This design comes from an exercise in tuning for small area, a short achievable clock period and few clock cycles per item on the open sky130 flow, not from production work. The RTL of this run was laid out without a check of its function.

--- flow/flow/run.sh ---
#!/bin/bash
# Standard ORFS layout, but the port buffers are the smallest buffer cell and
# CTS uses smaller buffers and no dummy loads.
set -euo pipefail
export BUFFER_PORTS_ARGS="-buffer_cell sky130_fd_sc_hd__buf_1"
export CTS_ARGS="-sink_clustering_enable -repair_clock_nets -dont_use_dummy_load -buf_list {sky130_fd_sc_hd__clkbuf_4 sky130_fd_sc_hd__clkbuf_8}"
bash standard.sh > standard_make.log 2>&1
--- flow/constraint.sdc ---
create_clock -name core_clock -period 7.0 [get_ports {clk}]
set_input_delay 1.4000 -clock core_clock [delete_from_list [all_inputs] [get_ports {clk}]]
set_output_delay 1.4000 -clock core_clock [all_outputs]
set_load 0.01 [all_outputs]
--- flow/config.mk ---
export PLATFORM = sky130hd
export DESIGN_NAME = xtea_cores
export DESIGN_NICKNAME = xtea_cores
export VERILOG_FILES = /design/flow/design.v
export SDC_FILE = /design/flow/constraint.sdc
export NUM_CORES = 4
export LEC_CHECK = 0
export CAP_MARGIN = 20
export CORE_MARGIN = 2
export CORE_UTILIZATION = 40
export SETUP_SLACK_MARGIN = 2.2
export SLEW_MARGIN = 20
--- flow/design.v ---
`default_nettype none
module xtea (
    input  wire [31:0] a,
    input  wire [31:0] b,
    input  wire [31:0] k,
    input  wire        cin,
    output wire [31:0] y
);
  wire [31:0] s = (b << 4) ^ (b >> 5);
  wire [31:0] c1;
  xtea_prefix pf1 (.g(s & b), .p(s ^ b), .cin(1'b0), .c(c1));
  wire [31:0] f = s ^ b ^ c1;
  wire [31:0] gk = f ^ k;
  wire [31:0] c2;
  xtea_prefix pf2 (.g(a & gk), .p(a ^ gk), .cin(cin), .c(c2));
  assign y = a ^ gk ^ c2;
endmodule
module xtea_prefix (
    input  wire [31:0] g,
    input  wire [31:0] p,
    input  wire        cin,
    output wire [31:0] c
);
  wire [31:0] g0 = {g[31:1], g[0] | (p[0] & cin)};
  wire [31:0] g1 = g0 | (p & (g0 << 1));
  wire [31:0] p1 = p & {p[30:0], 1'b1};
  wire [31:0] g2 = g1 | (p1 & (g1 << 2));
  wire [31:0] p2 = p1 & {p1[29:0], 2'b11};
  wire [31:0] g3 = g2 | (p2 & (g2 << 4));
  wire [31:0] p3 = p2 & {p2[27:0], 4'hf};
  wire [31:0] g4 = g3 | (p3 & (g3 << 8));
  wire [31:0] p4 = p3 & {p3[23:0], 8'hff};
  wire [31:0] g5 = g4 | (p4 & (g4 << 16));
  assign c = {g5[30:0], cin};
endmodule
`default_nettype none
module xtea_cores (
    input wire clk,
    input wire rst_i,
    input wire valid_i,
    input wire en_i,
    input wire [63:0] data_a_i,
    input wire [63:0] data_b_i,
    input wire [127:0] key,
    input wire decrypt_i,
    output wire [63:0] result_a_o,
    output wire [63:0] result_b_o,
    output reg valid_o,
    output reg busy_o
);
  localparam [31:0] DELTA = 32'h9e3779b9;
  localparam [31:0] SUM32 = 32'hc6ef3720;
  reg [6:0] cnt;
  reg dec;
  reg swp;
  reg [31:0] k0, k1, k2, k3;
  reg [31:0] aa, ba, ab, bb;
  reg [31:0] kr, t;
  wire acc = (~busy_o | valid_o) & valid_i & en_i;
  wire last = dec ? (cnt == 7'd65) : (cnt == 7'd63);
  always @(posedge clk or posedge rst_i) begin
    if (rst_i) begin
      busy_o <= 1'b0;
      valid_o <= 1'b0;
      cnt <= 7'd0;
      dec <= 1'b0;
      swp <= 1'b0;
    end else begin
      if (acc) begin
        busy_o <= 1'b1;
        valid_o <= 1'b0;
        cnt <= 7'd0;
        dec <= decrypt_i;
        swp <= decrypt_i;
      end else begin
        if (valid_o) begin
          busy_o <= 1'b0;
          valid_o <= 1'b0;
        end else if (busy_o) begin
          valid_o <= last;
        end
        cnt <= cnt + 7'd1;
        swp <= dec & (cnt == 7'd64);
      end
    end
  end
  always @(posedge clk) begin
    if (acc) begin
      k0 <= key[127:96];
      k1 <= key[95:64];
      k2 <= key[63:32];
      k3 <= key[31:0];
    end
  end
  wire p = cnt[0] ^ dec;   
  wire [1:0] sel = cnt[0] ? t[1:0] : t[12:11];
  reg [31:0] ksel;
  always @(*) begin
    case (sel)
      2'd0: ksel = k0;
      2'd1: ksel = k1;
      2'd2: ksel = k2;
      default: ksel = k3;
    endcase
  end
  wire [31:0] sk = t + ksel;
  always @(posedge clk) begin
    if (acc) begin
      kr <= key[127:96];
      t  <= decrypt_i ? SUM32 : DELTA;
    end else begin
      kr <= sk ^ {32{dec}};
      if (p) t <= dec ? t - DELTA : t + DELTA;
    end
  end
  wire [31:0] na, nb;
  xtea step_a (.a(aa), .b(ba), .k(kr), .cin(dec), .y(na));
  xtea step_b (.a(ab), .b(bb), .k(kr), .cin(dec), .y(nb));
  always @(posedge clk) begin
    if (acc) begin
      aa <= data_a_i[63:32];
      ba <= data_a_i[31:0];
      ab <= data_b_i[63:32];
      bb <= data_b_i[31:0];
    end else begin
      aa <= ba;
      ba <= swp ? aa : na;
      ab <= bb;
      bb <= swp ? ab : nb;
    end
  end
  assign result_a_o = {aa, ba};
  assign result_b_o = {ab, bb};
endmodule
--- flow/standard.sh ---
#!/bin/bash
# synth_recipe.tcl (not shown) runs the flow's synth.tcl, then flattens the netlist and writes it again
# the make line also repeats each setting of config.mk as NAME=value (left out here)
make -C /OpenROAD-flow-scripts/flow DESIGN_CONFIG=/design/flow/config.mk WORK_HOME=/design/flow/orfs CLKGATE_MAP_FILE= SYNTH_SCRIPT=/design/flow/synth_recipe.tcl "${@:-finish}"
==> summary.txt <==
==> worst max-delay path, delay by kind of cell (launching register included) <==
| family | cells | cell delay [ns] |
|---|---|---|
| compound gates | 12 | 2.38 |
| xor+xnor | 2 | 0.27 |
| fa+ha+maj | 2 | 0.66 |
| flops | 1 | 0.37 |
| simple gates | 6 | 1.30 |
==> final timing paths <==
| kind | slack, ns | startpoint | depth (start not counted) | to |
|---|---|---|---|---|
| min in group asynchronous | 0.69 | rst_i | 2 | valid_o |
| max | 1.88 | bb[13] | 22 | bb[31] |
| min | 0.49 | ba[29] | 2 | aa[29] |
| max reg2reg | 1.88 | bb[13] | 22 | bb[31] |
| max in group asynchronous | 5.90 | rst_i | 2 | swp |
| min reg2reg | 0.49 | ba[29] | 2 | aa[29] |
==> cell usage in the layout, fill, tap and decap left out, drive strengths merged, types with 32 or more instances in the layout <==
| master | instances |
|---|---|
| nand3 | 39 |
| ha | 199 |
| a21o | 95 |
| edfxtp | 160 |
| nor2 | 196 |
| dfxtp | 160 |
| a21oi | 255 |
| clkbuf | 61 |
| xnor2 | 185 |
| nor3 | 44 |
| mux4 | 32 |
| nand2 | 293 |
| inv | 51 |
| o21ai | 97 |
| buf | 466 |
| xor2 | 116 |
==> logic make-up after synthesis <==
kind of cell             after synthesis  share of synthesized area, %
buffers and inverters                130                          2.18
AND/OR/NAND/NOR                      714                          14.2
adder cells (fa/ha/maj)              207                          11.8
flip-flops                           331                          36.9
AO/OA/AOI/OAI                        673                          19.2
multiplexers                          50                          4.02
XOR/XNOR                             301                          11.7
==> area by class of cell <==
class                   instances  area (um2)  share of cell area [%]
repair buffers                466        2090                    7.77
well taps                     748         936                    3.48
multi-input cells            1945       14400                    53.7
clock buffers                  61         840                    3.12
flip-flops and latches        331        8380                    31.2
inverters                      51         199                   0.740
==> metal layers <==
metal,track usage (%),part of all wire (%)
met5,0,0
met3,3.89,5.8
met4,9.11,3.4
met2,42.1,48
met1,32.1,43
==> registers in the layout, indices dropped and copies added (netlist names), 32 cells and up <==
signal / flops
aa: 32
ab: 32
ba: 32
bb: 32
k0: 32
k1: 32
k2: 32
k3: 32
kr: 32
t: 32
==> per-stage QoR <==
step / util, % / setup WS, ns / instance area (um2) / hold WS (ns)
4_1_cts: 47.6 / 2.04 / 26300 / 0.455
5_1_grt: 48.6 / 1.70 / 26900 / 0.486
3_3_place_gp: 44.7 / 1.47 / 24700 / 0.490
3_5_place_dp: 44.7 / 1.33 / 24700 / 0.503
2_1_floorplan: - / 2.20 / 22500 / 0.484
6_report: 48.6 / 1.88 / 26900 / 0.487
==> what timing repair did <==
| action | CTS | global route |
|---|---|---|
| buffers inserted | 35 | 27 |
| gates cloned | 0 | 0 |
| pin swaps | 63 | 85 |
| gates resized for setup | 119 | 94 |
| setup endpoints to repair | 31 | 32 |
==> key figures <==
Synthesis
  – #FFs+latches synth: 331
  – Most common cell in the netlist: nand2_1
  – Largest cells by area after synthesis: edfxtp_1, dfxtp_1, ha_1, xnor2_1, a21oi_1
  – Predominant post-synthesis flop cell: edfxtp_1
  – Yosys warning count: 1
  – Sequential fraction of the synthesis area: 36.9%
  – Synthesized area: between 20000 and 25000 um2
  – Asr flop ratio synth: 3.32%
  – Yosys top cell by area: edfxtp_1
  – Number of synthesized flops with an enable pin: 160
  – Mapped Avg Cell Area: 9.33 um2
  – Post-Synthesis Cells: 2406
  – Top cells by count, synth: nand2_1, a21oi_1, ha_1
  – Yosys top cell area share: between 20% and 30%
  – Synth cell types: 72
  – Post-synth net total: 2874

Cells and area
  – Area Overhead vs Synth: 19.7%
  – ANT cells: 0
  – Layout Cells excl Fill: 3602
  – # fillers: 5336
  – Final net count: 3324
  – Layout cells sized above 1: 12.4%

Die
  – I/O Pins: roughly 390
  – Initial core utilization: 40.6%
  – Die H: around 240 um
  – Die X: 241 um
  – Core Area: 55300 um2
  – Die Area: between 50000 and 60000 um2
  – # rows: 86

Setup path
  – Highest net fanout along the worst path: 5
  – Worst-path cell chain: xor2_1, ha_1, a211oi_2, o21ai_1, a221o_1, a31o_1, a41o_1, a211o_1, a21o_1, a21oi_2, xnor2_2, ha_1, nand2_2, nor4_4, nand2_2, o221ai_4, o41ai_4, nand4b_1, nand4_1, nor4b_1, a2111oi_2, o211a_1
  – Crit end category: flip-flop
  – CP max-delay cell: dfxtp_4
  – Crit-path max cell delay: 0.37 ns
  – CP Data Arrival Time: ~5.7 ns
  – Critical path type: reg2reg
  – Critical Path RT: 7.53 ns
  – Crit start category: flip-flop

Detailed routing
  – Routed wire length: ~74000 um
  – Drt pass-1 iters: 5
  – Iter 0 DRT Violations: 1192
  – WL per Instance: 20.6 um
  – Total number of vias: 19.9k
  – ANT nets after route: 0
  – Vias/cell: 5.52
  – DRC violations left: 0

Placement
  – Placed insts: ~3.5k
  – Final HPWL from detailed placement: 57200 um
  – PortBufs: 390
  – GP Congestion: ~0.94

Global routing
  – First-pass GRT wire length: approximately 110000 um
  – Grt ovf: 0
  – Gr usage total: around 25%
  – Pin count of the biggest net entering global routing: 99
  – Initial antenna violation count: 0
  – Number of global-route vias before repair: 19.5k

STA
  – Final Setup Violations: 0
  – Final hold viol count: 0
  – Max Clk Rate: 0.195 GHz
  – RSZ-0062 raised after global routing: yes
  – Clock period minus worst slack: 5.12 ns
  – Slew HR: 33.5%
  – Setup tns final: 0 ns
  – Final period utilization: roughly three quarters
  – Final Max Tran Viols: 0
  – Worst Max-Slew Pin Slew: around 1 ns
  – Final clock skew: 0.0706 ns

Clock tree
  – Buffers from clock root to sink, at most: 3
  – Clock Sinks: 331
  – CTS Hold Bufs: 0
  – CTS H-Tree Depth: 2
  – Root buffer cell: clkbuf_8
  – Clk latency of the worst-skew pair: about 0.7 ns
  – CTS buffer count: 61
  – TritonCTS clock tree: built
  – Worst-path clk slew: 0.06 ns

Job
  – Max cap viols: 0

Outcome
  – Status: no timing/DRC/antenna violations

Worst hold path
  – HP Class: reg2reg

-- what the ideal ports hide --
The flow's constraints put no driver on any port. The routed layout listed below was extracted and timed again, unchanged, in two steps. Step 1 (the two cells are an assumption about what drives the block):
set clk [get_ports {clk}]
set_driving_cell -lib_cell sky130_fd_sc_hd__clkbuf_16 $clk
set_driving_cell -lib_cell sky130_fd_sc_hd__buf_2 [delete_from_list [all_inputs] $clk]
Step 2 also shifts input and output timing later by t, the mid clock arrival at the registers, as if the neighbouring blocks saw the same clock. Three values: ideal, step 1, step 2; two values: the first two.
shift t [ns]: 0.700
setup slack, ns: 1.882 / 1.882 / 1.882
worst setup path at the end: register to register
slew at the worst register clock pin (ns): 0.07 / 0.07
After both steps setup and hold are still met in this run. For this run, drivers alone change the setup slack by 0.000 ns; drivers and shift together by 0.000 ns.
